Background: an optimization exercise with open tools, aiming at small area and a short achievable clock period. Do not read the settings as production practice.
Only simulation tests tie the RTL to the original design; equivalence was not proved.

==> design/flow/design.v <==
module intt4point(
    input clk, rst,
    input [15:0] in0, in1, in2, in3,
    output [15:0] out0, out1, out2, out3
);
  wire [12:0] z0, z1, z2, z3;
  reg [14:0] rs0;
  reg [14:0] rs2;
  reg [13:0] rb;
  reg [13:0] rd;
  wire [12:0] g0 = in0[12:0] & {13{~rst}};
  wire [12:0] g1 = in1[12:0] & {13{~rst}};
  wire [12:0] g2 = in2[12:0] & {13{~rst}};
  wire [12:0] g3 = in3[12:0] & {13{~rst}};
  wire s1, c2;
  ha_m us1 (.a(g0[0]), .b(g2[0]), .s(s1), .co(c2));
  wire s3, c4;
  fa_m us3 (.a(g0[1]), .b(g2[1]), .c(c2), .s(s3), .co(c4));
  wire s5, c6;
  fa_m us5 (.a(g0[2]), .b(g2[2]), .c(c4), .s(s5), .co(c6));
  wire s7, c8;
  fa_m us7 (.a(g0[3]), .b(g2[3]), .c(c6), .s(s7), .co(c8));
  wire s9, c10;
  fa_m us9 (.a(g0[4]), .b(g2[4]), .c(c8), .s(s9), .co(c10));
  wire s11, c12;
  fa_m us11 (.a(g0[5]), .b(g2[5]), .c(c10), .s(s11), .co(c12));
  wire s13, c14;
  fa_m us13 (.a(g0[6]), .b(g2[6]), .c(c12), .s(s13), .co(c14));
  wire s15, c16;
  fa_m us15 (.a(g0[7]), .b(g2[7]), .c(c14), .s(s15), .co(c16));
  wire s17, c18;
  fa_m us17 (.a(g0[8]), .b(g2[8]), .c(c16), .s(s17), .co(c18));
  wire s19, c20;
  fa_m us19 (.a(g0[9]), .b(g2[9]), .c(c18), .s(s19), .co(c20));
  wire s21, c22;
  fa_m us21 (.a(g0[10]), .b(g2[10]), .c(c20), .s(s21), .co(c22));
  wire s23, c24;
  fa_m us23 (.a(g0[11]), .b(g2[11]), .c(c22), .s(s23), .co(c24));
  wire s25, c26;
  fa_m us25 (.a(g0[12]), .b(g2[12]), .c(c24), .s(s25), .co(c26));
  wire s27, c28;
  ha_m us27 (.a(g1[0]), .b(g3[0]), .s(s27), .co(c28));
  wire s29, c30;
  fa_m us29 (.a(g1[1]), .b(g3[1]), .c(c28), .s(s29), .co(c30));
  wire s31, c32;
  fa_m us31 (.a(g1[2]), .b(g3[2]), .c(c30), .s(s31), .co(c32));
  wire s33, c34;
  fa_m us33 (.a(g1[3]), .b(g3[3]), .c(c32), .s(s33), .co(c34));
  wire s35, c36;
  fa_m us35 (.a(g1[4]), .b(g3[4]), .c(c34), .s(s35), .co(c36));
  wire s37, c38;
  fa_m us37 (.a(g1[5]), .b(g3[5]), .c(c36), .s(s37), .co(c38));
  wire s39, c40;
  fa_m us39 (.a(g1[6]), .b(g3[6]), .c(c38), .s(s39), .co(c40));
  wire s41, c42;
  fa_m us41 (.a(g1[7]), .b(g3[7]), .c(c40), .s(s41), .co(c42));
  wire s43, c44;
  fa_m us43 (.a(g1[8]), .b(g3[8]), .c(c42), .s(s43), .co(c44));
  wire s45, c46;
  fa_m us45 (.a(g1[9]), .b(g3[9]), .c(c44), .s(s45), .co(c46));
  wire s47, c48;
  fa_m us47 (.a(g1[10]), .b(g3[10]), .c(c46), .s(s47), .co(c48));
  wire s49, c50;
  fa_m us49 (.a(g1[11]), .b(g3[11]), .c(c48), .s(s49), .co(c50));
  wire s51, c52;
  fa_m us51 (.a(g1[12]), .b(g3[12]), .c(c50), .s(s51), .co(c52));
  wire i53 = ~g2[0];
  wire s54, c55;
  xn_m us54 (.a(g0[0]), .b(i53), .y(s54));
  or_m uc55 (.a(g0[0]), .b(i53), .y(c55));
  wire i56 = ~g2[1];
  wire s57, c58;
  fa_m us57 (.a(g0[1]), .b(i56), .c(c55), .s(s57), .co(c58));
  wire i59 = ~g2[2];
  wire s60, c61;
  fa_m us60 (.a(g0[2]), .b(i59), .c(c58), .s(s60), .co(c61));
  wire i62 = ~g2[3];
  wire s63, c64;
  fa_m us63 (.a(g0[3]), .b(i62), .c(c61), .s(s63), .co(c64));
  wire i65 = ~g2[4];
  wire s66, c67;
  fa_m us66 (.a(g0[4]), .b(i65), .c(c64), .s(s66), .co(c67));
  wire i68 = ~g2[5];
  wire s69, c70;
  fa_m us69 (.a(g0[5]), .b(i68), .c(c67), .s(s69), .co(c70));
  wire i71 = ~g2[6];
  wire s72, c73;
  fa_m us72 (.a(g0[6]), .b(i71), .c(c70), .s(s72), .co(c73));
  wire i74 = ~g2[7];
  wire s75, c76;
  fa_m us75 (.a(g0[7]), .b(i74), .c(c73), .s(s75), .co(c76));
  wire i77 = ~g2[8];
  wire s78, c79;
  fa_m us78 (.a(g0[8]), .b(i77), .c(c76), .s(s78), .co(c79));
  wire i80 = ~g2[9];
  wire s81, c82;
  fa_m us81 (.a(g0[9]), .b(i80), .c(c79), .s(s81), .co(c82));
  wire i83 = ~g2[10];
  wire s84, c85;
  fa_m us84 (.a(g0[10]), .b(i83), .c(c82), .s(s84), .co(c85));
  wire i86 = ~g2[11];
  wire s87, c88;
  fa_m us87 (.a(g0[11]), .b(i86), .c(c85), .s(s87), .co(c88));
  wire i89 = ~g2[12];
  wire s90, c91;
  fa_m us90 (.a(g0[12]), .b(i89), .c(c88), .s(s90), .co(c91));
  wire i92 = ~g3[0];
  wire s93, c94;
  xn_m us93 (.a(g1[0]), .b(i92), .y(s93));
  or_m uc94 (.a(g1[0]), .b(i92), .y(c94));
  wire i95 = ~g3[1];
  wire s96, c97;
  fa_m us96 (.a(g1[1]), .b(i95), .c(c94), .s(s96), .co(c97));
  wire i98 = ~g3[2];
  wire s99, c100;
  fa_m us99 (.a(g1[2]), .b(i98), .c(c97), .s(s99), .co(c100));
  wire i101 = ~g3[3];
  wire s102, c103;
  fa_m us102 (.a(g1[3]), .b(i101), .c(c100), .s(s102), .co(c103));
  wire i104 = ~g3[4];
  wire s105, c106;
  fa_m us105 (.a(g1[4]), .b(i104), .c(c103), .s(s105), .co(c106));
  wire i107 = ~g3[5];
  wire s108, c109;
  fa_m us108 (.a(g1[5]), .b(i107), .c(c106), .s(s108), .co(c109));
  wire i110 = ~g3[6];
  wire s111, c112;
  fa_m us111 (.a(g1[6]), .b(i110), .c(c109), .s(s111), .co(c112));
  wire i113 = ~g3[7];
  wire s114, c115;
  fa_m us114 (.a(g1[7]), .b(i113), .c(c112), .s(s114), .co(c115));
  wire i116 = ~g3[8];
  wire s117, c118;
  fa_m us117 (.a(g1[8]), .b(i116), .c(c115), .s(s117), .co(c118));
  wire i119 = ~g3[9];
  wire s120, c121;
  fa_m us120 (.a(g1[9]), .b(i119), .c(c118), .s(s120), .co(c121));
  wire i122 = ~g3[10];
  wire s123, c124;
  fa_m us123 (.a(g1[10]), .b(i122), .c(c121), .s(s123), .co(c124));
  wire i125 = ~g3[11];
  wire s126, c127;
  fa_m us126 (.a(g1[11]), .b(i125), .c(c124), .s(s126), .co(c127));
  wire i128 = ~g3[12];
  wire s129, c130;
  fa_m us129 (.a(g1[12]), .b(i128), .c(c127), .s(s129), .co(c130));
  wire s131, c132;
  ha_m us131 (.a(s1), .b(s27), .s(s131), .co(c132));
  wire s133, c134;
  fa_m us133 (.a(s3), .b(s29), .c(c132), .s(s133), .co(c134));
  wire s135, c136;
  fa_m us135 (.a(s5), .b(s31), .c(c134), .s(s135), .co(c136));
  wire s137, c138;
  fa_m us137 (.a(s7), .b(s33), .c(c136), .s(s137), .co(c138));
  wire s139, c140;
  fa_m us139 (.a(s9), .b(s35), .c(c138), .s(s139), .co(c140));
  wire s141, c142;
  fa_m us141 (.a(s11), .b(s37), .c(c140), .s(s141), .co(c142));
  wire s143, c144;
  fa_m us143 (.a(s13), .b(s39), .c(c142), .s(s143), .co(c144));
  wire s145, c146;
  fa_m us145 (.a(s15), .b(s41), .c(c144), .s(s145), .co(c146));
  wire s147, c148;
  fa_m us147 (.a(s17), .b(s43), .c(c146), .s(s147), .co(c148));
  wire s149, c150;
  fa_m us149 (.a(s19), .b(s45), .c(c148), .s(s149), .co(c150));
  wire s151, c152;
  fa_m us151 (.a(s21), .b(s47), .c(c150), .s(s151), .co(c152));
  wire s153, c154;
  fa_m us153 (.a(s23), .b(s49), .c(c152), .s(s153), .co(c154));
  wire s155, c156;
  fa_m us155 (.a(s25), .b(s51), .c(c154), .s(s155), .co(c156));
  wire s157, c158;
  fa_m us157 (.a(c26), .b(c52), .c(c156), .s(s157), .co(c158));
  wire i159 = ~s27;
  wire s160, c161;
  xn_m us160 (.a(s1), .b(i159), .y(s160));
  or_m uc161 (.a(s1), .b(i159), .y(c161));
  wire i162 = ~s29;
  wire s163, c164;
  fa_m us163 (.a(s3), .b(i162), .c(c161), .s(s163), .co(c164));
  wire i165 = ~s31;
  wire s166, c167;
  fa_m us166 (.a(s5), .b(i165), .c(c164), .s(s166), .co(c167));
  wire i168 = ~s33;
  wire s169, c170;
  fa_m us169 (.a(s7), .b(i168), .c(c167), .s(s169), .co(c170));
  wire i171 = ~s35;
  wire s172, c173;
  fa_m us172 (.a(s9), .b(i171), .c(c170), .s(s172), .co(c173));
  wire i174 = ~s37;
  wire s175, c176;
  fa_m us175 (.a(s11), .b(i174), .c(c173), .s(s175), .co(c176));
  wire i177 = ~s39;
  wire s178, c179;
  fa_m us178 (.a(s13), .b(i177), .c(c176), .s(s178), .co(c179));
  wire i180 = ~s41;
  wire s181, c182;
  fa_m us181 (.a(s15), .b(i180), .c(c179), .s(s181), .co(c182));
  wire i183 = ~s43;
  wire s184, c185;
  fa_m us184 (.a(s17), .b(i183), .c(c182), .s(s184), .co(c185));
  wire i186 = ~s45;
  wire s187, c188;
  fa_m us187 (.a(s19), .b(i186), .c(c185), .s(s187), .co(c188));
  wire i189 = ~s47;
  wire s190, c191;
  fa_m us190 (.a(s21), .b(i189), .c(c188), .s(s190), .co(c191));
  wire i192 = ~s49;
  wire s193, c194;
  fa_m us193 (.a(s23), .b(i192), .c(c191), .s(s193), .co(c194));
  wire i195 = ~s51;
  wire s196, c197;
  fa_m us196 (.a(s25), .b(i195), .c(c194), .s(s196), .co(c197));
  wire i198 = ~c52;
  wire s199, c200;
  fa_m us199 (.a(c26), .b(i198), .c(c197), .s(s199), .co(c200));
  wire [14:0] rs0_d = {c158, s157, s155, s153, s151, s149, s147, s145, s143, s141, s139, s137, s135, s133, s131};
  wire [14:0] rs2_d = {c200, s199, s196, s193, s190, s187, s184, s181, s178, s175, s172, s169, s166, s163, s160};
  wire [13:0] rb_d = {c91, s90, s87, s84, s81, s78, s75, s72, s69, s66, s63, s60, s57, s54};
  wire [13:0] rd_d = {c130, s129, s126, s123, s120, s117, s114, s111, s108, s105, s102, s99, s96, s93};
  wire i201 = ~rs0[1];
  wire s202, c203;
  ha_m us202 (.a(i201), .b(rs0[14]), .s(s202), .co(c203));
  wire s204, c205;
  ha_m us204 (.a(rs0[0]), .b(rs0[9]), .s(s204), .co(c205));
  wire s206, c207;
  fa_m us206 (.a(rs0[1]), .b(rs0[10]), .c(c205), .s(s206), .co(c207));
  wire s208, c209;
  ha_m us208 (.a(rs0[11]), .b(c207), .s(s208), .co(c209));
  wire s210, c211;
  ha_m us210 (.a(rs0[12]), .b(c209), .s(s210), .co(c211));
  wire s212, c213;
  fa_m us212 (.a(rs0[13]), .b(rs0[0]), .c(c211), .s(s212), .co(c213));
  wire i214 = ~rs0[0];
  wire s215, c216;
  fa_m us215 (.a(i214), .b(s202), .c(c213), .s(s215), .co(c216));
  wire s217, c218;
  xn_m us217 (.a(c203), .b(c216), .y(s217));
  or_m uc218 (.a(c203), .b(c216), .y(c218));
  wire [12:0] w219 = {s215, s212, s210, s208, s206, s204, rs0[8], rs0[7], rs0[6], rs0[5], rs0[4], rs0[3], rs0[2]};
  assign z0 = s217 ? w219 + 13'd7681 : w219;
  wire i220 = ~rs2[1];
  wire s221, c222;
  xn_m us221 (.a(i220), .b(rs2[14]), .y(s221));
  or_m uc222 (.a(i220), .b(rs2[14]), .y(c222));
  wire i223 = ~rs2[7];
  wire s224, c225;
  ha_m us224 (.a(i223), .b(rs2[5]), .s(s224), .co(c225));
  wire s226, c227;
  ha_m us226 (.a(rs2[2]), .b(rs2[8]), .s(s226), .co(c227));
  wire s228, c229;
  fa_m us228 (.a(rs2[6]), .b(c225), .c(c222), .s(s228), .co(c229));
  wire s230, c231;
  fa_m us230 (.a(rs2[3]), .b(rs2[9]), .c(rs2[0]), .s(s230), .co(c231));
  wire s232, c233;
  fa_m us232 (.a(i223), .b(c227), .c(s230), .s(s232), .co(c233));
  wire s234, c235;
  fa_m us234 (.a(rs2[4]), .b(rs2[10]), .c(rs2[1]), .s(s234), .co(c235));
  wire s236, c237;
  fa_m us236 (.a(c231), .b(s234), .c(c233), .s(s236), .co(c237));
  wire s238, c239;
  fa_m us238 (.a(rs2[2]), .b(rs2[5]), .c(rs2[11]), .s(s238), .co(c239));
  wire i240 = ~c235;
  wire s241, c242;
  fa_m us241 (.a(rs2[0]), .b(rs2[9]), .c(i240), .s(s241), .co(c242));
  wire i243 = ~s238;
  wire s244, c245;
  ha_m us244 (.a(i243), .b(s241), .s(s244), .co(c245));
  wire s246, c247;
  fa_m us246 (.a(rs2[3]), .b(rs2[6]), .c(rs2[12]), .s(s246), .co(c247));
  wire s248, c249;
  fa_m us248 (.a(rs2[1]), .b(rs2[10]), .c(c242), .s(s248), .co(c249));
  wire i250 = ~c245;
  wire s251, c252;
  fa_m us251 (.a(c239), .b(s246), .c(i250), .s(s251), .co(c252));
  wire s253, c254;
  fa_m us253 (.a(rs2[2]), .b(rs2[11]), .c(rs2[0]), .s(s253), .co(c254));
  wire s255, c256;
  fa_m us255 (.a(rs2[4]), .b(rs2[7]), .c(rs2[13]), .s(s255), .co(c256));
  wire i257 = ~s253;
  wire s258, c259;
  fa_m us258 (.a(c247), .b(i257), .c(s255), .s(s258), .co(c259));
  wire i260 = ~s258;
  wire s261, c262;
  ha_m us261 (.a(i260), .b(c249), .s(s261), .co(c262));
  wire s263, c264;
  xn_m us263 (.a(rs2[3]), .b(rs2[12]), .y(s263));
  or_m uc264 (.a(rs2[3]), .b(rs2[12]), .y(c264));
  wire s265, c266;
  fa_m us265 (.a(rs2[5]), .b(rs2[8]), .c(rs2[14]), .s(s265), .co(c266));
  wire s267, c268;
  fa_m us267 (.a(rs2[1]), .b(c254), .c(s263), .s(s267), .co(c268));
  wire s269, c270;
  fa_m us269 (.a(c256), .b(s265), .c(c259), .s(s269), .co(c270));
  wire i271 = ~s269;
  wire s272, c273;
  ha_m us272 (.a(s267), .b(i271), .s(s272), .co(c273));
  wire s274, c275;
  ha_m us274 (.a(rs2[0]), .b(rs2[9]), .s(s274), .co(c275));
  wire s276, c277;
  fa_m us276 (.a(rs2[2]), .b(rs2[4]), .c(rs2[13]), .s(s276), .co(c277));
  wire s278, c279;
  fa_m us278 (.a(rs2[0]), .b(rs2[6]), .c(c266), .s(s278), .co(c279));
  wire s280, c281;
  fa_m us280 (.a(c264), .b(s276), .c(c268), .s(s280), .co(c281));
  wire s282, c283;
  fa_m us282 (.a(s274), .b(s278), .c(c270), .s(s282), .co(c283));
  wire s284, c285;
  ha_m us284 (.a(s280), .b(c273), .s(s284), .co(c285));
  wire s286, c287;
  fa_m us286 (.a(rs2[1]), .b(rs2[10]), .c(c275), .s(s286), .co(c287));
  wire s288, c289;
  fa_m us288 (.a(rs2[3]), .b(c277), .c(c281), .s(s288), .co(c289));
  wire s290, c291;
  fa_m us290 (.a(c279), .b(s286), .c(c283), .s(s290), .co(c291));
  wire s292, c293;
  ha_m us292 (.a(s288), .b(c285), .s(s292), .co(c293));
  wire i294 = ~rs2[4];
  wire s295, c296;
  fa_m us295 (.a(rs2[2]), .b(rs2[11]), .c(i294), .s(s295), .co(c296));
  wire s297, c298;
  fa_m us297 (.a(s295), .b(c287), .c(c291), .s(s297), .co(c298));
  wire s299, c300;
  ha_m us299 (.a(c289), .b(c293), .s(s299), .co(c300));
  wire s301, c302;
  fa_m us301 (.a(rs2[3]), .b(rs2[12]), .c(c296), .s(s301), .co(c302));
  wire i303 = ~s301;
  wire s304, c305;
  fa_m us304 (.a(rs2[5]), .b(i303), .c(c300), .s(s304), .co(c305));
  wire i306 = ~rs2[0];
  wire s307, c308;
  fa_m us307 (.a(i306), .b(rs2[4]), .c(rs2[13]), .s(s307), .co(c308));
  wire i309 = ~rs2[6];
  wire s310, c311;
  fa_m us310 (.a(i309), .b(s307), .c(c302), .s(s310), .co(c311));
  wire s312, c313;
  ha_m us312 (.a(s221), .b(s224), .s(s312), .co(c313));
  wire i314 = ~s226;
  wire s315, c316;
  fa_m us315 (.a(i314), .b(s228), .c(c313), .s(s315), .co(c316));
  wire i317 = ~s232;
  wire s318, c319;
  fa_m us318 (.a(c229), .b(i317), .c(c316), .s(s318), .co(c319));
  wire i320 = ~s236;
  wire s321, c322;
  fa_m us321 (.a(rs2[8]), .b(i320), .c(c319), .s(s321), .co(c322));
  wire i323 = ~c237;
  wire s324, c325;
  fa_m us324 (.a(i323), .b(s244), .c(c322), .s(s324), .co(c325));
  wire i326 = ~s251;
  wire s327, c328;
  xn_m us327 (.a(s248), .b(i326), .y(s327));
  or_m uc328 (.a(s248), .b(i326), .y(c328));
  wire i329 = ~c252;
  wire s330, c331;
  ha_m us330 (.a(i329), .b(s261), .s(s330), .co(c331));
  wire s332, c333;
  ha_m us332 (.a(c262), .b(s272), .s(s332), .co(c333));
  wire i334 = ~s282;
  wire s335, c336;
  ha_m us335 (.a(i334), .b(s284), .s(s335), .co(c336));
  wire s337, c338;
  fa_m us337 (.a(s312), .b(s292), .c(c336), .s(s337), .co(c338));
  wire s339, c340;
  fa_m us339 (.a(s315), .b(s299), .c(c338), .s(s339), .co(c340));
  wire s341, c342;
  fa_m us341 (.a(s318), .b(s304), .c(c340), .s(s341), .co(c342));
  wire s343, c344;
  fa_m us343 (.a(s321), .b(c305), .c(c342), .s(s343), .co(c344));
  wire s345, c346;
  ha_m us345 (.a(c308), .b(s312), .s(s345), .co(c346));
  wire i347 = ~s324;
  wire s348, c349;
  fa_m us348 (.a(s345), .b(c311), .c(i347), .s(s348), .co(c349));
  wire s350, c351;
  ha_m us350 (.a(c346), .b(s315), .s(s350), .co(c351));
  wire s352, c353;
  ha_m us352 (.a(c325), .b(s327), .s(s352), .co(c353));
  wire s354, c355;
  fa_m us354 (.a(c328), .b(s330), .c(c353), .s(s354), .co(c355));
  wire s356, c357;
  fa_m us356 (.a(c331), .b(s332), .c(c355), .s(s356), .co(c357));
  wire s358, c359;
  fa_m us358 (.a(c333), .b(s335), .c(c357), .s(s358), .co(c359));
  wire i360 = ~s290;
  wire s361, c362;
  fa_m us361 (.a(i360), .b(s337), .c(c359), .s(s361), .co(c362));
  wire i363 = ~s297;
  wire s364, c365;
  fa_m us364 (.a(i363), .b(s339), .c(c362), .s(s364), .co(c365));
  wire i366 = ~c298;
  wire s367, c368;
  fa_m us367 (.a(i366), .b(s341), .c(c365), .s(s367), .co(c368));
  wire i369 = ~s310;
  wire s370, c371;
  fa_m us370 (.a(i369), .b(s343), .c(c368), .s(s370), .co(c371));
  wire i372 = ~s348;
  wire s373, c374;
  fa_m us373 (.a(c344), .b(i372), .c(c371), .s(s373), .co(c374));
  wire i375 = ~c374;
  wire s376, c377;
  fa_m us376 (.a(c349), .b(s350), .c(i375), .s(s376), .co(c377));
  wire s378, c379;
  fa_m us378 (.a(s318), .b(c351), .c(c377), .s(s378), .co(c379));
  wire s380, c381;
  ha_m us380 (.a(s321), .b(c379), .s(s380), .co(c381));
  wire s382, c383;
  ha_m us382 (.a(s324), .b(c381), .s(s382), .co(c383));
  wire i384 = ~s376;
  wire i385 = ~s378;
  wire i386 = ~s380;
  wire i387 = ~s382;
  wire [12:0] w388 = {i387, i386, i385, i384, s373, s370, s367, s364, s361, s358, s356, s354, s352};
  assign z2 = c383 ? w388 + 13'd7681 : w388;
  wire s389, c390;
  ha_m us389 (.a(rb[4]), .b(rb[0]), .s(s389), .co(c390));
  wire s391, c392;
  fa_m us391 (.a(rb[5]), .b(rb[1]), .c(c390), .s(s391), .co(c392));
  wire s393, c394;
  ha_m us393 (.a(rb[6]), .b(rb[2]), .s(s393), .co(c394));
  wire s395, c396;
  fa_m us395 (.a(rb[0]), .b(s393), .c(c392), .s(s395), .co(c396));
  wire s397, c398;
  fa_m us397 (.a(rb[7]), .b(rb[3]), .c(rb[1]), .s(s397), .co(c398));
  wire i399 = ~c394;
  wire s400, c401;
  fa_m us400 (.a(rd[9]), .b(rd[0]), .c(i399), .s(s400), .co(c401));
  wire i402 = ~s397;
  wire s403, c404;
  ha_m us403 (.a(i402), .b(s400), .s(s403), .co(c404));
  wire s405, c406;
  fa_m us405 (.a(rb[8]), .b(rb[4]), .c(rb[2]), .s(s405), .co(c406));
  wire s407, c408;
  fa_m us407 (.a(rd[10]), .b(rd[1]), .c(c401), .s(s407), .co(c408));
  wire i409 = ~c404;
  wire s410, c411;
  fa_m us410 (.a(c398), .b(s405), .c(i409), .s(s410), .co(c411));
  wire s412, c413;
  fa_m us412 (.a(rb[0]), .b(rb[9]), .c(rb[5]), .s(s412), .co(c413));
  wire s414, c415;
  fa_m us414 (.a(rb[3]), .b(rd[0]), .c(c406), .s(s414), .co(c415));
  wire s416, c417;
  fa_m us416 (.a(rd[2]), .b(rd[11]), .c(c408), .s(s416), .co(c417));
  wire s418, c419;
  fa_m us418 (.a(s412), .b(s414), .c(c411), .s(s418), .co(c419));
  wire s420, c421;
  fa_m us420 (.a(rb[1]), .b(rb[10]), .c(rb[6]), .s(s420), .co(c421));
  wire s422, c423;
  fa_m us422 (.a(rb[4]), .b(rb[0]), .c(rd[1]), .s(s422), .co(c423));
  wire s424, c425;
  fa_m us424 (.a(c413), .b(s420), .c(s422), .s(s424), .co(c425));
  wire i426 = ~c415;
  wire s427, c428;
  fa_m us427 (.a(rd[3]), .b(rd[12]), .c(i426), .s(s427), .co(c428));
  wire i429 = ~s424;
  wire s430, c431;
  fa_m us430 (.a(i429), .b(s427), .c(c417), .s(s430), .co(c431));
  wire i432 = ~rb[2];
  wire s433, c434;
  xn_m us433 (.a(i432), .b(rd[4]), .y(s433));
  or_m uc434 (.a(i432), .b(rd[4]), .y(c434));
  wire s435, c436;
  fa_m us435 (.a(rb[11]), .b(rb[7]), .c(rb[5]), .s(s435), .co(c436));
  wire s437, c438;
  fa_m us437 (.a(rb[1]), .b(rd[2]), .c(rd[0]), .s(s437), .co(c438));
  wire s439, c440;
  fa_m us439 (.a(c421), .b(c423), .c(s435), .s(s439), .co(c440));
  wire s441, c442;
  fa_m us441 (.a(s437), .b(c425), .c(s439), .s(s441), .co(c442));
  wire s443, c444;
  fa_m us443 (.a(rd[13]), .b(s433), .c(c428), .s(s443), .co(c444));
  wire i445 = ~s441;
  wire s446, c447;
  ha_m us446 (.a(i445), .b(s443), .s(s446), .co(c447));
  wire s448, c449;
  fa_m us448 (.a(rb[12]), .b(rb[8]), .c(rb[6]), .s(s448), .co(c449));
  wire s450, c451;
  fa_m us450 (.a(rb[2]), .b(rd[3]), .c(rd[1]), .s(s450), .co(c451));
  wire s452, c453;
  fa_m us452 (.a(c436), .b(c438), .c(s448), .s(s452), .co(c453));
  wire s454, c455;
  fa_m us454 (.a(s450), .b(c440), .c(s452), .s(s454), .co(c455));
  wire s456, c457;
  fa_m us456 (.a(c434), .b(c444), .c(c447), .s(s456), .co(c457));
  wire s458, c459;
  xn_m us458 (.a(c442), .b(s454), .y(s458));
  or_m uc459 (.a(c442), .b(s454), .y(c459));
  wire i460 = ~rd[2];
  wire s461, c462;
  xn_m us461 (.a(rb[0]), .b(i460), .y(s461));
  or_m uc462 (.a(rb[0]), .b(i460), .y(c462));
  wire s463, c464;
  fa_m us463 (.a(rb[13]), .b(rb[9]), .c(rb[7]), .s(s463), .co(c464));
  wire s465, c466;
  fa_m us465 (.a(rb[3]), .b(rd[4]), .c(c449), .s(s465), .co(c466));
  wire s467, c468;
  fa_m us467 (.a(c451), .b(s463), .c(c453), .s(s467), .co(c468));
  wire s469, c470;
  fa_m us469 (.a(s465), .b(c455), .c(s467), .s(s469), .co(c470));
  wire i471 = ~s461;
  wire s472, c473;
  fa_m us472 (.a(i471), .b(c459), .c(s469), .s(s472), .co(c473));
  wire i474 = ~rd[3];
  wire s475, c476;
  xn_m us475 (.a(rb[1]), .b(i474), .y(s475));
  or_m uc476 (.a(rb[1]), .b(i474), .y(c476));
  wire s477, c478;
  fa_m us477 (.a(rb[10]), .b(rb[8]), .c(rb[4]), .s(s477), .co(c478));
  wire s479, c480;
  fa_m us479 (.a(rd[5]), .b(c464), .c(s477), .s(s479), .co(c480));
  wire s481, c482;
  fa_m us481 (.a(c466), .b(s479), .c(c468), .s(s481), .co(c482));
  wire s483, c484;
  fa_m us483 (.a(s481), .b(c470), .c(c473), .s(s483), .co(c484));
  wire s485, c486;
  ha_m us485 (.a(c462), .b(s475), .s(s485), .co(c486));
  wire i487 = ~rd[4];
  wire s488, c489;
  xn_m us488 (.a(rb[2]), .b(i487), .y(s488));
  or_m uc489 (.a(rb[2]), .b(i487), .y(c489));
  wire s490, c491;
  fa_m us490 (.a(rb[11]), .b(rb[9]), .c(rb[5]), .s(s490), .co(c491));
  wire s492, c493;
  fa_m us492 (.a(rd[6]), .b(c478), .c(s490), .s(s492), .co(c493));
  wire s494, c495;
  fa_m us494 (.a(c476), .b(s488), .c(c486), .s(s494), .co(c495));
  wire s496, c497;
  fa_m us496 (.a(c480), .b(s492), .c(c482), .s(s496), .co(c497));
  wire i498 = ~s496;
  wire s499, c500;
  ha_m us499 (.a(s494), .b(i498), .s(s499), .co(c500));
  wire s501, c502;
  ha_m us501 (.a(rb[12]), .b(rb[10]), .s(s501), .co(c502));
  wire s503, c504;
  fa_m us503 (.a(rb[6]), .b(rd[7]), .c(c491), .s(s503), .co(c504));
  wire s505, c506;
  fa_m us505 (.a(s501), .b(c493), .c(s503), .s(s505), .co(c506));
  wire i507 = ~s505;
  wire s508, c509;
  fa_m us508 (.a(c489), .b(c495), .c(i507), .s(s508), .co(c509));
  wire i510 = ~c497;
  wire s511, c512;
  ha_m us511 (.a(s508), .b(i510), .s(s511), .co(c512));
  wire s513, c514;
  ha_m us513 (.a(rb[13]), .b(rb[11]), .s(s513), .co(c514));
  wire s515, c516;
  fa_m us515 (.a(rb[7]), .b(rd[8]), .c(c502), .s(s515), .co(c516));
  wire s517, c518;
  fa_m us517 (.a(s513), .b(c504), .c(s515), .s(s517), .co(c518));
  wire i519 = ~c509;
  wire s520, c521;
  fa_m us520 (.a(c506), .b(s517), .c(i519), .s(s520), .co(c521));
  wire s522, c523;
  fa_m us522 (.a(rb[12]), .b(rb[8]), .c(rd[9]), .s(s522), .co(c523));
  wire s524, c525;
  fa_m us524 (.a(c514), .b(s522), .c(c516), .s(s524), .co(c525));
  wire s526, c527;
  xn_m us526 (.a(c518), .b(s524), .y(s526));
  or_m uc527 (.a(c518), .b(s524), .y(c527));
  wire s528, c529;
  fa_m us528 (.a(rb[13]), .b(rb[9]), .c(rd[10]), .s(s528), .co(c529));
  wire s530, c531;
  fa_m us530 (.a(c523), .b(s528), .c(c525), .s(s530), .co(c531));
  wire s532, c533;
  ha_m us532 (.a(rb[10]), .b(rd[11]), .s(s532), .co(c533));
  wire s534, c535;
  xn_m us534 (.a(c529), .b(s532), .y(s534));
  or_m uc535 (.a(c529), .b(s532), .y(c535));
  wire s536, c537;
  ha_m us536 (.a(rb[11]), .b(rd[12]), .s(s536), .co(c537));
  wire s538, c539;
  xn_m us538 (.a(c533), .b(s536), .y(s538));
  or_m uc539 (.a(c533), .b(s536), .y(c539));
  wire s540, c541;
  fa_m us540 (.a(rb[12]), .b(rd[13]), .c(c537), .s(s540), .co(c541));
  wire i542 = ~rb[3];
  wire s543, c544;
  ha_m us543 (.a(i542), .b(rd[5]), .s(s543), .co(c544));
  wire i545 = ~s389;
  wire s546, c547;
  fa_m us546 (.a(rd[6]), .b(i545), .c(c544), .s(s546), .co(c547));
  wire i548 = ~s391;
  wire s549, c550;
  fa_m us549 (.a(rd[7]), .b(i548), .c(c547), .s(s549), .co(c550));
  wire i551 = ~s395;
  wire s552, c553;
  fa_m us552 (.a(rd[8]), .b(i551), .c(c550), .s(s552), .co(c553));
  wire i554 = ~c396;
  wire s555, c556;
  fa_m us555 (.a(i554), .b(s403), .c(c553), .s(s555), .co(c556));
  wire i557 = ~s410;
  wire s558, c559;
  fa_m us558 (.a(s407), .b(i557), .c(c556), .s(s558), .co(c559));
  wire i560 = ~s418;
  wire s561, c562;
  fa_m us561 (.a(s416), .b(i560), .c(c559), .s(s561), .co(c562));
  wire i563 = ~c419;
  wire s564, c565;
  fa_m us564 (.a(i563), .b(s430), .c(c562), .s(s564), .co(c565));
  wire s566, c567;
  xn_m us566 (.a(s446), .b(c431), .y(s566));
  or_m uc567 (.a(s446), .b(c431), .y(c567));
  wire s568, c569;
  fa_m us568 (.a(s543), .b(s456), .c(c567), .s(s568), .co(c569));
  wire s570, c571;
  fa_m us570 (.a(s546), .b(c457), .c(c569), .s(s570), .co(c571));
  wire s572, c573;
  fa_m us572 (.a(s485), .b(s549), .c(c571), .s(s572), .co(c573));
  wire i574 = ~c484;
  wire s575, c576;
  fa_m us575 (.a(s552), .b(s499), .c(i574), .s(s575), .co(c576));
  wire i577 = ~s543;
  wire s578, c579;
  xn_m us578 (.a(i577), .b(s555), .y(s578));
  or_m uc579 (.a(i577), .b(s555), .y(c579));
  wire s580, c581;
  fa_m us580 (.a(s511), .b(c500), .c(s578), .s(s580), .co(c581));
  wire s582, c583;
  fa_m us582 (.a(c512), .b(s558), .c(c579), .s(s582), .co(c583));
  wire i584 = ~c581;
  wire s585, c586;
  fa_m us585 (.a(s546), .b(s520), .c(i584), .s(s585), .co(c586));
  wire s587, c588;
  fa_m us587 (.a(s549), .b(s526), .c(c521), .s(s587), .co(c588));
  wire i589 = ~s587;
  wire s590, c591;
  fa_m us590 (.a(i589), .b(s561), .c(c583), .s(s590), .co(c591));
  wire s592, c593;
  fa_m us592 (.a(c527), .b(s530), .c(s552), .s(s592), .co(c593));
  wire i594 = ~s564;
  wire s595, c596;
  fa_m us595 (.a(s592), .b(c588), .c(i594), .s(s595), .co(c596));
  wire s597, c598;
  ha_m us597 (.a(s534), .b(c531), .s(s597), .co(c598));
  wire s599, c600;
  fa_m us599 (.a(s597), .b(s555), .c(c593), .s(s599), .co(c600));
  wire s601, c602;
  ha_m us601 (.a(c535), .b(s538), .s(s601), .co(c602));
  wire s603, c604;
  fa_m us603 (.a(s601), .b(c598), .c(s558), .s(s603), .co(c604));
  wire s605, c606;
  ha_m us605 (.a(c539), .b(s540), .s(s605), .co(c606));
  wire s607, c608;
  fa_m us607 (.a(c602), .b(s605), .c(s561), .s(s607), .co(c608));
  wire s609, c610;
  ha_m us609 (.a(rb[13]), .b(c541), .s(s609), .co(c610));
  wire s611, c612;
  fa_m us611 (.a(c606), .b(s609), .c(s564), .s(s611), .co(c612));
  wire s613, c614;
  ha_m us613 (.a(c565), .b(s566), .s(s613), .co(c614));
  wire i615 = ~s458;
  wire s616, c617;
  fa_m us616 (.a(i615), .b(s568), .c(c614), .s(s616), .co(c617));
  wire i618 = ~s472;
  wire s619, c620;
  fa_m us619 (.a(i618), .b(s570), .c(c617), .s(s619), .co(c620));
  wire i621 = ~s483;
  wire s622, c623;
  fa_m us622 (.a(i621), .b(s572), .c(c620), .s(s622), .co(c623));
  wire s624, c625;
  fa_m us624 (.a(c573), .b(s575), .c(c623), .s(s624), .co(c625));
  wire s626, c627;
  fa_m us626 (.a(c576), .b(s580), .c(c625), .s(s626), .co(c627));
  wire i628 = ~s585;
  wire s629, c630;
  fa_m us629 (.a(s582), .b(i628), .c(c627), .s(s629), .co(c630));
  wire i631 = ~c586;
  wire s632, c633;
  fa_m us632 (.a(i631), .b(s590), .c(c630), .s(s632), .co(c633));
  wire i634 = ~s595;
  wire s635, c636;
  fa_m us635 (.a(c591), .b(i634), .c(c633), .s(s635), .co(c636));
  wire i637 = ~c636;
  wire s638, c639;
  fa_m us638 (.a(c596), .b(s599), .c(i637), .s(s638), .co(c639));
  wire s640, c641;
  fa_m us640 (.a(c600), .b(s603), .c(c639), .s(s640), .co(c641));
  wire s642, c643;
  fa_m us642 (.a(c604), .b(s607), .c(c641), .s(s642), .co(c643));
  wire s644, c645;
  fa_m us644 (.a(c608), .b(s611), .c(c643), .s(s644), .co(c645));
  wire s646, c647;
  fa_m us646 (.a(c610), .b(c612), .c(c645), .s(s646), .co(c647));
  wire [14:0] w648 = {c647, ~s646, ~s644, ~s642, ~s640, ~s638, s635, s632, s629, s626, s624, s622, s619, s616, s613};
  wire i649 = ~c647;
  wire n650 = i649 & (w648[13:0] >= 14'd7681);
  wire n651 = c647 | n650;
  wire i652 = ~s638;
  wire i653 = ~s640;
  wire i654 = ~s642;
  wire i655 = ~s644;
  wire [12:0] w656 = {i655, i654, i653, i652, s635, s632, s629, s626, s624, s622, s619, s616, s613};
  assign z1 = c647 ? w656 + 13'd7681 : (n650 ? w656 + 13'd511 : w656);
  wire s657, c658;
  xn_m us657 (.a(rb[6]), .b(i487), .y(s657));
  or_m uc658 (.a(rb[6]), .b(i487), .y(c658));
  wire i659 = ~rb[7];
  wire s660, c661;
  fa_m us660 (.a(i659), .b(rd[5]), .c(rd[1]), .s(s660), .co(c661));
  wire i662 = ~rd[6];
  wire s663, c664;
  xn_m us663 (.a(rb[8]), .b(i662), .y(s663));
  or_m uc664 (.a(rb[8]), .b(i662), .y(c664));
  wire s665, c666;
  fa_m us665 (.a(rd[2]), .b(rd[0]), .c(c661), .s(s665), .co(c666));
  wire s667, c668;
  fa_m us667 (.a(rd[7]), .b(rd[3]), .c(rd[1]), .s(s667), .co(c668));
  wire s669, c670;
  fa_m us669 (.a(rb[0]), .b(rb[9]), .c(c664), .s(s669), .co(c670));
  wire s671, c672;
  xn_m us671 (.a(s667), .b(c666), .y(s671));
  or_m uc672 (.a(s667), .b(c666), .y(c672));
  wire s673, c674;
  fa_m us673 (.a(rd[8]), .b(rd[4]), .c(rd[2]), .s(s673), .co(c674));
  wire s675, c676;
  fa_m us675 (.a(rb[1]), .b(rb[10]), .c(c670), .s(s675), .co(c676));
  wire s677, c678;
  fa_m us677 (.a(c668), .b(s673), .c(c672), .s(s677), .co(c678));
  wire s679, c680;
  fa_m us679 (.a(rd[0]), .b(rb[0]), .c(rd[9]), .s(s679), .co(c680));
  wire s681, c682;
  fa_m us681 (.a(rd[5]), .b(rd[3]), .c(c674), .s(s681), .co(c682));
  wire s683, c684;
  fa_m us683 (.a(rb[2]), .b(rb[11]), .c(c676), .s(s683), .co(c684));
  wire s685, c686;
  fa_m us685 (.a(s679), .b(s681), .c(c678), .s(s685), .co(c686));
  wire s687, c688;
  fa_m us687 (.a(rd[1]), .b(rb[1]), .c(rd[10]), .s(s687), .co(c688));
  wire s689, c690;
  fa_m us689 (.a(rd[6]), .b(rd[4]), .c(rd[0]), .s(s689), .co(c690));
  wire s691, c692;
  fa_m us691 (.a(c680), .b(s687), .c(s689), .s(s691), .co(c692));
  wire i693 = ~c682;
  wire s694, c695;
  fa_m us694 (.a(rb[3]), .b(rb[12]), .c(i693), .s(s694), .co(c695));
  wire i696 = ~s691;
  wire s697, c698;
  fa_m us697 (.a(i696), .b(s694), .c(c684), .s(s697), .co(c698));
  wire i699 = ~rb[0];
  wire s700, c701;
  xn_m us700 (.a(i699), .b(rb[13]), .y(s700));
  or_m uc701 (.a(i699), .b(rb[13]), .y(c701));
  wire s702, c703;
  fa_m us702 (.a(rb[2]), .b(rd[11]), .c(rd[7]), .s(s702), .co(c703));
  wire s704, c705;
  fa_m us704 (.a(rd[5]), .b(rd[1]), .c(rd[2]), .s(s704), .co(c705));
  wire s706, c707;
  fa_m us706 (.a(c688), .b(c690), .c(s702), .s(s706), .co(c707));
  wire s708, c709;
  fa_m us708 (.a(s704), .b(c692), .c(s706), .s(s708), .co(c709));
  wire s710, c711;
  fa_m us710 (.a(rb[4]), .b(s700), .c(c695), .s(s710), .co(c711));
  wire i712 = ~s708;
  wire s713, c714;
  ha_m us713 (.a(i712), .b(s710), .s(s713), .co(c714));
  wire s715, c716;
  fa_m us715 (.a(rb[1]), .b(rb[3]), .c(rd[12]), .s(s715), .co(c716));
  wire s717, c718;
  fa_m us717 (.a(rd[8]), .b(rd[6]), .c(rd[2]), .s(s717), .co(c718));
  wire s719, c720;
  fa_m us719 (.a(c703), .b(c705), .c(s715), .s(s719), .co(c720));
  wire s721, c722;
  fa_m us721 (.a(s717), .b(c707), .c(s719), .s(s721), .co(c722));
  wire s723, c724;
  fa_m us723 (.a(c701), .b(c711), .c(c714), .s(s723), .co(c724));
  wire s725, c726;
  xn_m us725 (.a(c709), .b(s721), .y(s725));
  or_m uc726 (.a(c709), .b(s721), .y(c726));
  wire s727, c728;
  xn_m us727 (.a(i432), .b(rd[0]), .y(s727));
  or_m uc728 (.a(i432), .b(rd[0]), .y(c728));
  wire s729, c730;
  fa_m us729 (.a(rb[4]), .b(rd[13]), .c(rd[9]), .s(s729), .co(c730));
  wire s731, c732;
  fa_m us731 (.a(rd[7]), .b(rd[3]), .c(c716), .s(s731), .co(c732));
  wire s733, c734;
  fa_m us733 (.a(c718), .b(s729), .c(c720), .s(s733), .co(c734));
  wire s735, c736;
  fa_m us735 (.a(s731), .b(c722), .c(s733), .s(s735), .co(c736));
  wire i737 = ~s727;
  wire s738, c739;
  fa_m us738 (.a(i737), .b(c726), .c(s735), .s(s738), .co(c739));
  wire s740, c741;
  xn_m us740 (.a(i542), .b(rd[1]), .y(s740));
  or_m uc741 (.a(i542), .b(rd[1]), .y(c741));
  wire s742, c743;
  fa_m us742 (.a(rb[5]), .b(rd[10]), .c(rd[8]), .s(s742), .co(c743));
  wire s744, c745;
  fa_m us744 (.a(rd[4]), .b(c730), .c(s742), .s(s744), .co(c745));
  wire s746, c747;
  fa_m us746 (.a(c732), .b(s744), .c(c734), .s(s746), .co(c747));
  wire s748, c749;
  fa_m us748 (.a(s746), .b(c736), .c(c739), .s(s748), .co(c749));
  wire s750, c751;
  ha_m us750 (.a(c728), .b(s740), .s(s750), .co(c751));
  wire i752 = ~rb[4];
  wire s753, c754;
  xn_m us753 (.a(i752), .b(rd[2]), .y(s753));
  or_m uc754 (.a(i752), .b(rd[2]), .y(c754));
  wire s755, c756;
  fa_m us755 (.a(rb[6]), .b(rd[11]), .c(rd[9]), .s(s755), .co(c756));
  wire s757, c758;
  fa_m us757 (.a(rd[5]), .b(c743), .c(s755), .s(s757), .co(c758));
  wire s759, c760;
  fa_m us759 (.a(c741), .b(s753), .c(c751), .s(s759), .co(c760));
  wire s761, c762;
  fa_m us761 (.a(c745), .b(s757), .c(c747), .s(s761), .co(c762));
  wire i763 = ~s761;
  wire s764, c765;
  ha_m us764 (.a(s759), .b(i763), .s(s764), .co(c765));
  wire s766, c767;
  ha_m us766 (.a(rb[7]), .b(rd[12]), .s(s766), .co(c767));
  wire s768, c769;
  fa_m us768 (.a(rd[10]), .b(rd[6]), .c(c756), .s(s768), .co(c769));
  wire s770, c771;
  fa_m us770 (.a(s766), .b(c758), .c(s768), .s(s770), .co(c771));
  wire i772 = ~s770;
  wire s773, c774;
  fa_m us773 (.a(c754), .b(c760), .c(i772), .s(s773), .co(c774));
  wire i775 = ~c762;
  wire s776, c777;
  ha_m us776 (.a(s773), .b(i775), .s(s776), .co(c777));
  wire s778, c779;
  ha_m us778 (.a(rb[8]), .b(rd[13]), .s(s778), .co(c779));
  wire s780, c781;
  fa_m us780 (.a(rd[11]), .b(rd[7]), .c(c767), .s(s780), .co(c781));
  wire s782, c783;
  fa_m us782 (.a(s778), .b(c769), .c(s780), .s(s782), .co(c783));
  wire i784 = ~c774;
  wire s785, c786;
  fa_m us785 (.a(c771), .b(s782), .c(i784), .s(s785), .co(c786));
  wire s787, c788;
  fa_m us787 (.a(rb[9]), .b(rd[12]), .c(rd[8]), .s(s787), .co(c788));
  wire s789, c790;
  fa_m us789 (.a(c779), .b(s787), .c(c781), .s(s789), .co(c790));
  wire s791, c792;
  xn_m us791 (.a(c783), .b(s789), .y(s791));
  or_m uc792 (.a(c783), .b(s789), .y(c792));
  wire s793, c794;
  fa_m us793 (.a(rb[10]), .b(rd[13]), .c(rd[9]), .s(s793), .co(c794));
  wire s795, c796;
  fa_m us795 (.a(c788), .b(s793), .c(c790), .s(s795), .co(c796));
  wire s797, c798;
  ha_m us797 (.a(rb[11]), .b(rd[10]), .s(s797), .co(c798));
  wire s799, c800;
  xn_m us799 (.a(c794), .b(s797), .y(s799));
  or_m uc800 (.a(c794), .b(s797), .y(c800));
  wire s801, c802;
  ha_m us801 (.a(rb[12]), .b(rd[11]), .s(s801), .co(c802));
  wire s803, c804;
  xn_m us803 (.a(c798), .b(s801), .y(s803));
  or_m uc804 (.a(c798), .b(s801), .y(c804));
  wire s805, c806;
  fa_m us805 (.a(rb[13]), .b(rd[12]), .c(c802), .s(s805), .co(c806));
  wire s807, c808;
  ha_m us807 (.a(rb[5]), .b(i474), .s(s807), .co(c808));
  wire i809 = ~rd[0];
  wire s810, c811;
  fa_m us810 (.a(i809), .b(s657), .c(c808), .s(s810), .co(c811));
  wire i812 = ~s660;
  wire s813, c814;
  fa_m us813 (.a(c658), .b(i812), .c(c811), .s(s813), .co(c814));
  wire i815 = ~s665;
  wire s816, c817;
  fa_m us816 (.a(s663), .b(i815), .c(c814), .s(s816), .co(c817));
  wire i818 = ~s671;
  wire s819, c820;
  fa_m us819 (.a(s669), .b(i818), .c(c817), .s(s819), .co(c820));
  wire i821 = ~s677;
  wire s822, c823;
  fa_m us822 (.a(s675), .b(i821), .c(c820), .s(s822), .co(c823));
  wire i824 = ~s685;
  wire s825, c826;
  fa_m us825 (.a(s683), .b(i824), .c(c823), .s(s825), .co(c826));
  wire i827 = ~c686;
  wire s828, c829;
  fa_m us828 (.a(i827), .b(s697), .c(c826), .s(s828), .co(c829));
  wire s830, c831;
  xn_m us830 (.a(s713), .b(c698), .y(s830));
  or_m uc831 (.a(s713), .b(c698), .y(c831));
  wire s832, c833;
  fa_m us832 (.a(s807), .b(s723), .c(c831), .s(s832), .co(c833));
  wire s834, c835;
  fa_m us834 (.a(s810), .b(c724), .c(c833), .s(s834), .co(c835));
  wire s836, c837;
  fa_m us836 (.a(s750), .b(s813), .c(c835), .s(s836), .co(c837));
  wire i838 = ~c749;
  wire s839, c840;
  fa_m us839 (.a(s816), .b(s764), .c(i838), .s(s839), .co(c840));
  wire i841 = ~s807;
  wire s842, c843;
  xn_m us842 (.a(i841), .b(s819), .y(s842));
  or_m uc843 (.a(i841), .b(s819), .y(c843));
  wire s844, c845;
  fa_m us844 (.a(s776), .b(c765), .c(s842), .s(s844), .co(c845));
  wire s846, c847;
  fa_m us846 (.a(c777), .b(s822), .c(c843), .s(s846), .co(c847));
  wire i848 = ~c845;
  wire s849, c850;
  fa_m us849 (.a(s810), .b(s785), .c(i848), .s(s849), .co(c850));
  wire s851, c852;
  fa_m us851 (.a(s813), .b(s791), .c(c786), .s(s851), .co(c852));
  wire i853 = ~s851;
  wire s854, c855;
  fa_m us854 (.a(i853), .b(s825), .c(c847), .s(s854), .co(c855));
  wire s856, c857;
  fa_m us856 (.a(c792), .b(s795), .c(s816), .s(s856), .co(c857));
  wire i858 = ~s828;
  wire s859, c860;
  fa_m us859 (.a(s856), .b(c852), .c(i858), .s(s859), .co(c860));
  wire s861, c862;
  ha_m us861 (.a(s799), .b(c796), .s(s861), .co(c862));
  wire s863, c864;
  fa_m us863 (.a(s861), .b(s819), .c(c857), .s(s863), .co(c864));
  wire s865, c866;
  ha_m us865 (.a(c800), .b(s803), .s(s865), .co(c866));
  wire s867, c868;
  fa_m us867 (.a(s865), .b(c862), .c(s822), .s(s867), .co(c868));
  wire s869, c870;
  ha_m us869 (.a(c804), .b(s805), .s(s869), .co(c870));
  wire s871, c872;
  fa_m us871 (.a(c866), .b(s869), .c(s825), .s(s871), .co(c872));
  wire s873, c874;
  ha_m us873 (.a(rd[13]), .b(c806), .s(s873), .co(c874));
  wire s875, c876;
  fa_m us875 (.a(c870), .b(s873), .c(s828), .s(s875), .co(c876));
  wire s877, c878;
  ha_m us877 (.a(c829), .b(s830), .s(s877), .co(c878));
  wire i879 = ~s725;
  wire s880, c881;
  fa_m us880 (.a(i879), .b(s832), .c(c878), .s(s880), .co(c881));
  wire i882 = ~s738;
  wire s883, c884;
  fa_m us883 (.a(i882), .b(s834), .c(c881), .s(s883), .co(c884));
  wire i885 = ~s748;
  wire s886, c887;
  fa_m us886 (.a(i885), .b(s836), .c(c884), .s(s886), .co(c887));
  wire s888, c889;
  fa_m us888 (.a(c837), .b(s839), .c(c887), .s(s888), .co(c889));
  wire s890, c891;
  fa_m us890 (.a(c840), .b(s844), .c(c889), .s(s890), .co(c891));
  wire i892 = ~s849;
  wire s893, c894;
  fa_m us893 (.a(s846), .b(i892), .c(c891), .s(s893), .co(c894));
  wire i895 = ~c850;
  wire s896, c897;
  fa_m us896 (.a(i895), .b(s854), .c(c894), .s(s896), .co(c897));
  wire i898 = ~s859;
  wire s899, c900;
  fa_m us899 (.a(c855), .b(i898), .c(c897), .s(s899), .co(c900));
  wire i901 = ~c900;
  wire s902, c903;
  fa_m us902 (.a(c860), .b(s863), .c(i901), .s(s902), .co(c903));
  wire s904, c905;
  fa_m us904 (.a(c864), .b(s867), .c(c903), .s(s904), .co(c905));
  wire s906, c907;
  fa_m us906 (.a(c868), .b(s871), .c(c905), .s(s906), .co(c907));
  wire s908, c909;
  fa_m us908 (.a(c872), .b(s875), .c(c907), .s(s908), .co(c909));
  wire s910, c911;
  fa_m us910 (.a(c874), .b(c876), .c(c909), .s(s910), .co(c911));
  wire [14:0] w912 = {c911, ~s910, ~s908, ~s906, ~s904, ~s902, s899, s896, s893, s890, s888, s886, s883, s880, s877};
  wire i913 = ~c911;
  wire n914 = i913 & (w912[13:0] >= 14'd7681);
  wire n915 = c911 | n914;
  wire i916 = ~s902;
  wire i917 = ~s904;
  wire i918 = ~s906;
  wire i919 = ~s908;
  wire [12:0] w920 = {i919, i918, i917, i916, s899, s896, s893, s890, s888, s886, s883, s880, s877};
  assign z3 = c911 ? w920 + 13'd7681 : (n914 ? w920 + 13'd511 : w920);
  always @(posedge clk) begin
    rs0 <= rs0_d;
    rs2 <= rs2_d;
    rb <= rb_d;
    rd <= rd_d;
  end
  assign out0 = {3'b000, z0};
  assign out1 = {3'b000, z1};
  assign out2 = {3'b000, z2};
  assign out3 = {3'b000, z3};
endmodule
module fa_m(input a, b, c, output s, co);
  assign s = a ^ b ^ c;
  assign co = (a & b) | (a & c) | (b & c);
endmodule
module ha_m(input a, b, output s, co);
  assign s = a ^ b;
  assign co = a & b;
endmodule
module xn_m(input a, b, output y);
  assign y = ~(a ^ b);
endmodule
module or_m(input a, b, output y);
  assign y = a | b;
endmodule
==> design/flow/flow/run.sh <==
#!/bin/bash
set -e
export BUFFER_PORTS_ARGS="-buffer_cell sky130_fd_sc_hd__buf_1"
bash standard.sh > standard.log 2>&1
==> design/flow/standard.sh <==
#!/bin/bash
# synth_recipe.tcl (not shown) runs the flow's synth.tcl, then flattens the netlist and writes it again
# the make line also repeats each setting of config.mk as NAME=value (left out here)
make -C /OpenROAD-flow-scripts/flow DESIGN_CONFIG=/design/flow/config.mk WORK_HOME=/design/flow/orfs CLKGATE_MAP_FILE= SYNTH_SCRIPT=/design/flow/synth_recipe.tcl "${@:-finish}"
==> design/flow/config.mk <==
export PLATFORM = sky130hd
export DESIGN_NAME = intt4point
export DESIGN_NICKNAME = intt4point
export VERILOG_FILES = /design/flow/design.v
export SDC_FILE = /design/flow/constraint.sdc
export NUM_CORES = 4
export LEC_CHECK = 0
export CAP_MARGIN = 20
export CORE_MARGIN = 2
export CORE_UTILIZATION = 60
export SLEW_MARGIN = 20
export SYNTH_HIERARCHICAL = 1
export SYNTH_MINIMUM_KEEP_SIZE = 0
==> design/flow/constraint.sdc <==
create_clock -name core_clock -period 110.0 [get_ports {clk}]
set_input_delay 22.0000 -clock core_clock [delete_from_list [all_inputs] [get_ports {clk}]]
set_output_delay 22.0000 -clock core_clock [all_outputs]
set_load 0.01 [all_outputs]
==> flow_summary.toml, run 1 <==
[sta]
period_needed_ps = 32210
worstMarginPinSlew_ps = 724.4
fin_hold_ws_ps = 21990
fin_crit_sh = 0.2929
grt_setup_unrepaired = "no"
setup_viol = 0
hold_viol = 0
drv_slew = 0
fmax_mhz = 31.04
slew_headroom = 0.5164
fin_tns_setup_ps = 0

[grt]
grt_pass1_vias = 7383
overflow = 0
track_usage = 0.2584
grt_pass1_wl_um = 36570
grt_max_degree = 53
antenna_found_initial = 0

[cts]
cts_setup_buffers = 0
cts-resized-gates = 0
ctsHoldBuffers = 0
cts_htree_levels = 3
clkTransAtPathRegs_ps = 50
clockBufferDepth = 2
cts-buffers-inserted = 9
clock-sinks = 58
clock_tree.root_cell = "clkbuf_16"
cts_tree = "done"

[yosys]
ys_seq_elements = 58
synthCells = 891
synth-edff-count = 0
ys_async_sr_fraction = 0
syn_area_um2 = 10630
syn-mean-instance-area_um2 = 11.93
synth-seq-area-share = 0.1093
synth_warnings = 7
yosys.area.top_type = "fa_1"
synth_top_area_share = 0.5557
yosysUniqueCellTypes = 52
yosys-top-cells-area = "fa_1 56%, dfxtp_1 11%, ha_1 7.5%"
ys.flop_type = "dfxtp_1"

[worst_setup_path]
start_kind = "flip-flop"
path_max_fanout = 7
path_class = "reg2out"
cp.required_ps = 88000
cp-end-kind = "output pin"
slowest_delay_ps = 700
cp_common_cell = "fa_1"
critPathArrivalTime_ps = 10210
critPathSlowestCell = "dfxtp_1"

[place]
gp_congestion = 0.8724
dp_hpwl_um = 19730
portBuffers = 105
dpl-instance-area_um2 = 11210

[status]
status = "finished clean"

[final_layout]
layout-drive-gt1-share = 0.02705
diodes = 0
final_area_um2 = 11530
fillers = 1350
layout_commonest_cell = "fa_1"
area.growth.synth_to_final_pct = 8.488
final_cell_mix = "295 x fa_1, 143 x inv_1, 105 x buf_1, 64 x ha_1, 61 x xnor2_1"
finalNetCount = 1418

[drt]
routed_via_density = 5.324
drt-pass1-iter-count = 4
totalWireLength_um = 21930
routedWlPerCell_um = 17.93
drt_first_iter_violations = 218
ant_nets = 0
drcViolationCount = 0
vias = 6511

[floorplan]
io_pins = 130
die_w_um = 137.1
initial_core_util = 0.6144
die_y_um = 137.1
coreArea_um2 = 17300
rows = 48
die_area_um2 = 18790

[job]
drv_cap = 0

[min_path]
hold_path.class = "in2reg"
==> cell families (layout without fill, tap and decap cells) <==
family	after synthesis	count (layout)	share of synthesized area
AOI/OAI and AO/OA	41	41	0.03073
xor gates and xnor gates	77	77	0.06346
adders and majority gates	359	359	0.6310
buffers and inverters	169	265	0.06393
DFF	58	58	0.1093
muxes	3	3	0.003061
other	1	12	0.0003529
and+or+nand+nor	183	183	0.09819
==> per-stage QoR <==
step                setup WS (ps)  instances    util
floorplan                   78980        902       -
global placement            78300       1207  0.6481
detailed placement          78210       1207  0.6481
CTS                         77840       1223  0.6666
global route                77410       1223  0.6666
finish                      77790       1223  0.6666
==> Yosys stat by module (local to each module, per instance) <==
module / flip-flops and latches / times used
fa_m: 0 / 295
ha_m: 0 / 56
intt4point: 58 / 1
or_m: 0 / 29
xn_m: 0 / 30
==> synthesized netlist by cell type, types with 2 or more instances <==
cell and number:
nor3_1 8, or3_1 3, o21ai_0 3, a21oi_1 9
a32oi_1 2, and3_1 7, mux2_2 2, nand4_1 10
fa_1 295, xnor2_1 61, or2_2 3, a31oi_1 2
and4_1 3, dfxtp_1 58, or2_1 29, o41ai_1 3
o32ai_1 5, nand2b_1 27, buf_4 12, inv_1 143
o31ai_1 2, nand3_1 10, clkbuf_1 14, nor4_1 4
nand2_1 24, nor2_1 20, nor2b_1 29, xor2_1 16
ha_1 64
==> metal layers <==
metal,up-vias,GRT usage,wire [µm]
met2,136,0.4533,11370
met3,21,0.03667,850
met1,3418,0.3529,9496
met5,-,0,0
met4,0,0.03895,214
li1,2936,-,-
==> worst paths after layout <==
path                          start             to  slack, ps  depth (start not counted)
worst max-delay path  rd[4]$_DFF_P_        out3[7]      77790                         30
worst min-delay path         in2[0]  rb[0]$_DFF_P_      21990                          3
==> critical path: cells and delay by family (launching register included) <==
family / cells / cell delay [ps]
XOR/XNOR: 2 / 370
AO/OA/AOI/OAI: 3 / 680
AND/OR/NAND/NOR: 1 / 340
buffers and inverters: 3 / 470
adder cells (fa/ha/maj): 21 / 7310
flip-flops: 1 / 700
==> area by class of cell <==
class                           count  area [µm²]  area share
Inverter                          143       536.8     0.04655
Tap cell                          225       281.5     0.02442
Multi-Input combinational cell    675        8828      0.7657
Clock inverter                      5       77.57    0.006728
Sequential cell                    58        1161      0.1007
Clock buffer                       11       242.7     0.02105
Timing Repair Buffer              106       401.6     0.03483
==> flip-flops by register name, summed over array words and instances (netlist names) <==
signal,count
rb,14
rs0,15
rs2,15
rd,14
==> inputs of run 2 (changes only) <==
--- a/design/flow/config.mk
+++ b/design/flow/config.mk
@@ -9,3 +9,3 @@
 export CORE_MARGIN = 2
-export CORE_UTILIZATION = 60
+export CORE_UTILIZATION = 75
 export SLEW_MARGIN = 20
==> run 2 against run 1 <==
Design area down 0.51%. Via count increased by 6.2%. Still clean. Critical path type unchanged.
==> flow_summary.toml, run 2 <==
[yosys]
yosys.area.top_type = "fa_1"
syn_area_um2 = 10630
synth_warnings = 7
synth_top_area_share = 0.5557
ys_top_cells_by_count = "295 x fa_1, 143 x inv_1, 64 x ha_1"
yosys-top-cells-area = "fa_1 56%, dfxtp_1 11%, ha_1 7.5%"
ys_async_sr_fraction = 0
synth-seq-area-share = 0.1093
ys.flop_type = "dfxtp_1"
synth.most_common_cell = "fa_1"
synthCells = 891
synth-edff-count = 0
ys_seq_elements = 58
yosysUniqueCellTypes = 52
syn-mean-instance-area_um2 = 11.93

[final_layout]
top_regs = "rs0 (15), rs2 (15)"
layout-drive-gt1-share = 0.02605
fillers = 786
final_cell_mix = "295 x fa_1, 143 x inv_1, 105 x buf_1, 64 x ha_1, 61 x xnor2_1"
layout_commonest_cell = "fa_1"
diodes = 0
finalNetCount = 1418
final_core_util = 0.8264
area.growth.synth_to_final_pct = 7.935

[worst_setup_path]
path_class = "reg2out"
critPathArrivalTime_ps = 10250
cp_common_cell = "fa_1"
startpoint = "rd[4]$_DFF_P_"
path_depth = 30
cp.required_ps = 88000
path_max_fanout = 7
crit_family = "adder cells"
slowest_delay_ps = 610
cp-end-kind = "output pin"
cp.buffers_inverters = 3
critPathSlowestCell = "dfxtp_1"
start_kind = "flip-flop"

[grt]
grt_max_degree = 53
grt_pass1_vias = 7819
grt_pass1_wl_um = 38720
track_usage = 0.3477
antenna_found_initial = 0
overflow = 0

[sta]
worstMarginPinSlew_ps = 727.1
fin_hold_ws_ps = 21980
period_needed_ps = 32250
hold_viol = 0
grt_setup_unrepaired = "no"
fmax_mhz = 31.01
fin_tns_setup_ps = 0
fin_crit_sh = 0.2932
drv_slew = 0
slew_headroom = 0.5118
setup_viol = 0

[cts]
cts_htree_levels = 3
clkTransAtPathRegs_ps = 50
cts_setup_buffers = 0
clock-sinks = 58
clock_tree.root_cell = "clkbuf_16"
clockBufferDepth = 2
ctsHoldBuffers = 0
cts-resized-gates = 0
cts_tree = "done"
cts-buffers-inserted = 9

[drt]
ant_nets = 0
vias = 6914
totalWireLength_um = 23630
routedWlPerCell_um = 20.06
drcViolationCount = 0
drt-pass1-iter-count = 5
drt_first_iter_violations = 435
routed_via_density = 5.869

[floorplan]
die_y_um = 123.0
coreArea_um2 = 13880
die_area_um2 = 15140
die_w_um = 123.0
initial_core_util = 0.7656
io_pins = 130
rows = 43

[job]
drv_cap = 0

[place]
gp_congestion = 0.9133
dp_hpwl_um = 20270
portBuffers = 105

[min_path]
min_to = "rb[0]$_DFF_P_"
hold_path.class = "in2reg"
min_from = "in2[0]"
min_path_cells = 3

[status]
status = "finished clean"
run 2: worst max-delay path by stage:
stage,slack (ps),endpoint
3_3_place_gp,78380,out1[8]
5_1_grt,77280,out3[5]
3_5_place_dp,78170,out3[5]
2_1_floorplan,78980,out3[8]
6_report,77750,out3[5]
4_1_cts,77830,out3[5]
run 2: cells by family after synthesis:
logic type / Yosys count / share of synthesized area
AND/OR/NAND/NOR: 183 / 0.09819
other: 1 / 0.0003529
adder cells (fa/ha/maj): 359 / 0.6310
flip-flops: 58 / 0.1093
buffers and inverters: 169 / 0.06393
multiplexers: 3 / 0.003061
XOR/XNOR: 77 / 0.06346
AO/OA/AOI/OAI: 41 / 0.03073
run 2: final cells by class:
class / instances / area, µm² / share of cell area
multi-input cells: 675 / 8828 / 0.7696
flip-flops and latches: 58 / 1161 / 0.1012
inverters: 143 / 536.8 / 0.04679
repair buffers: 106 / 401.6 / 0.03501
clock buffers: 15 / 287.8 / 0.02509
well taps: 180 / 225.2 / 0.01963
clock inverters: 1 / 30.03 / 0.002618
run 2: metal layers:
metal / global-route usage / part of all wire
met2: 0.6091 / 0.53
met4: 0.1371 / 0.040
met1: 0.4415 / 0.38
met3: 0.05074 / 0.054
met5: 0 / 0
run 2: Yosys stat by module (local to each module, per instance):
module / cell area, µm² / copies in the design
ha_m: 12.51 / 56
xn_m: 8.758 / 30
fa_m: 20.02 / 295
intt4point: 3577 / 1
or_m: 6.256 / 29
run 2: metrics by stage:
step                      cell area (µm²)  setup WS [ps]  instances
after floorplan                     10670          78980        902
after global placement              11150          78380       1162
after detailed placement            11150          78170       1162
after CTS                           11470          77830       1178
after global routing                11470          77280       1178
final                               11470          77750       1178

re-timing with driven ports:
In the flow no input, the clock included, has a driving cell. The finished layouts below were timed again as built, in two steps. Step 1 assumes that a clkbuf_16 drives the clock port and a buf_2 every other input. Step 2 moves the port delays by t, midway between the first and last clock arrival at a register: inputs arrive t later, outputs are due t later. That takes back most of the time a late clock gives input paths. Slacks: ideal / step 1 / step 2; pairs: ideal / step 1.
run	shift t [ns]	setup slack, ns	worst setup path at the end
run 1	0.347	77.785 / 77.754 / 78.102	register to output
run 2	0.355	77.752 / 77.717 / 78.072	register to output
After both steps every run listed still meets setup and hold.
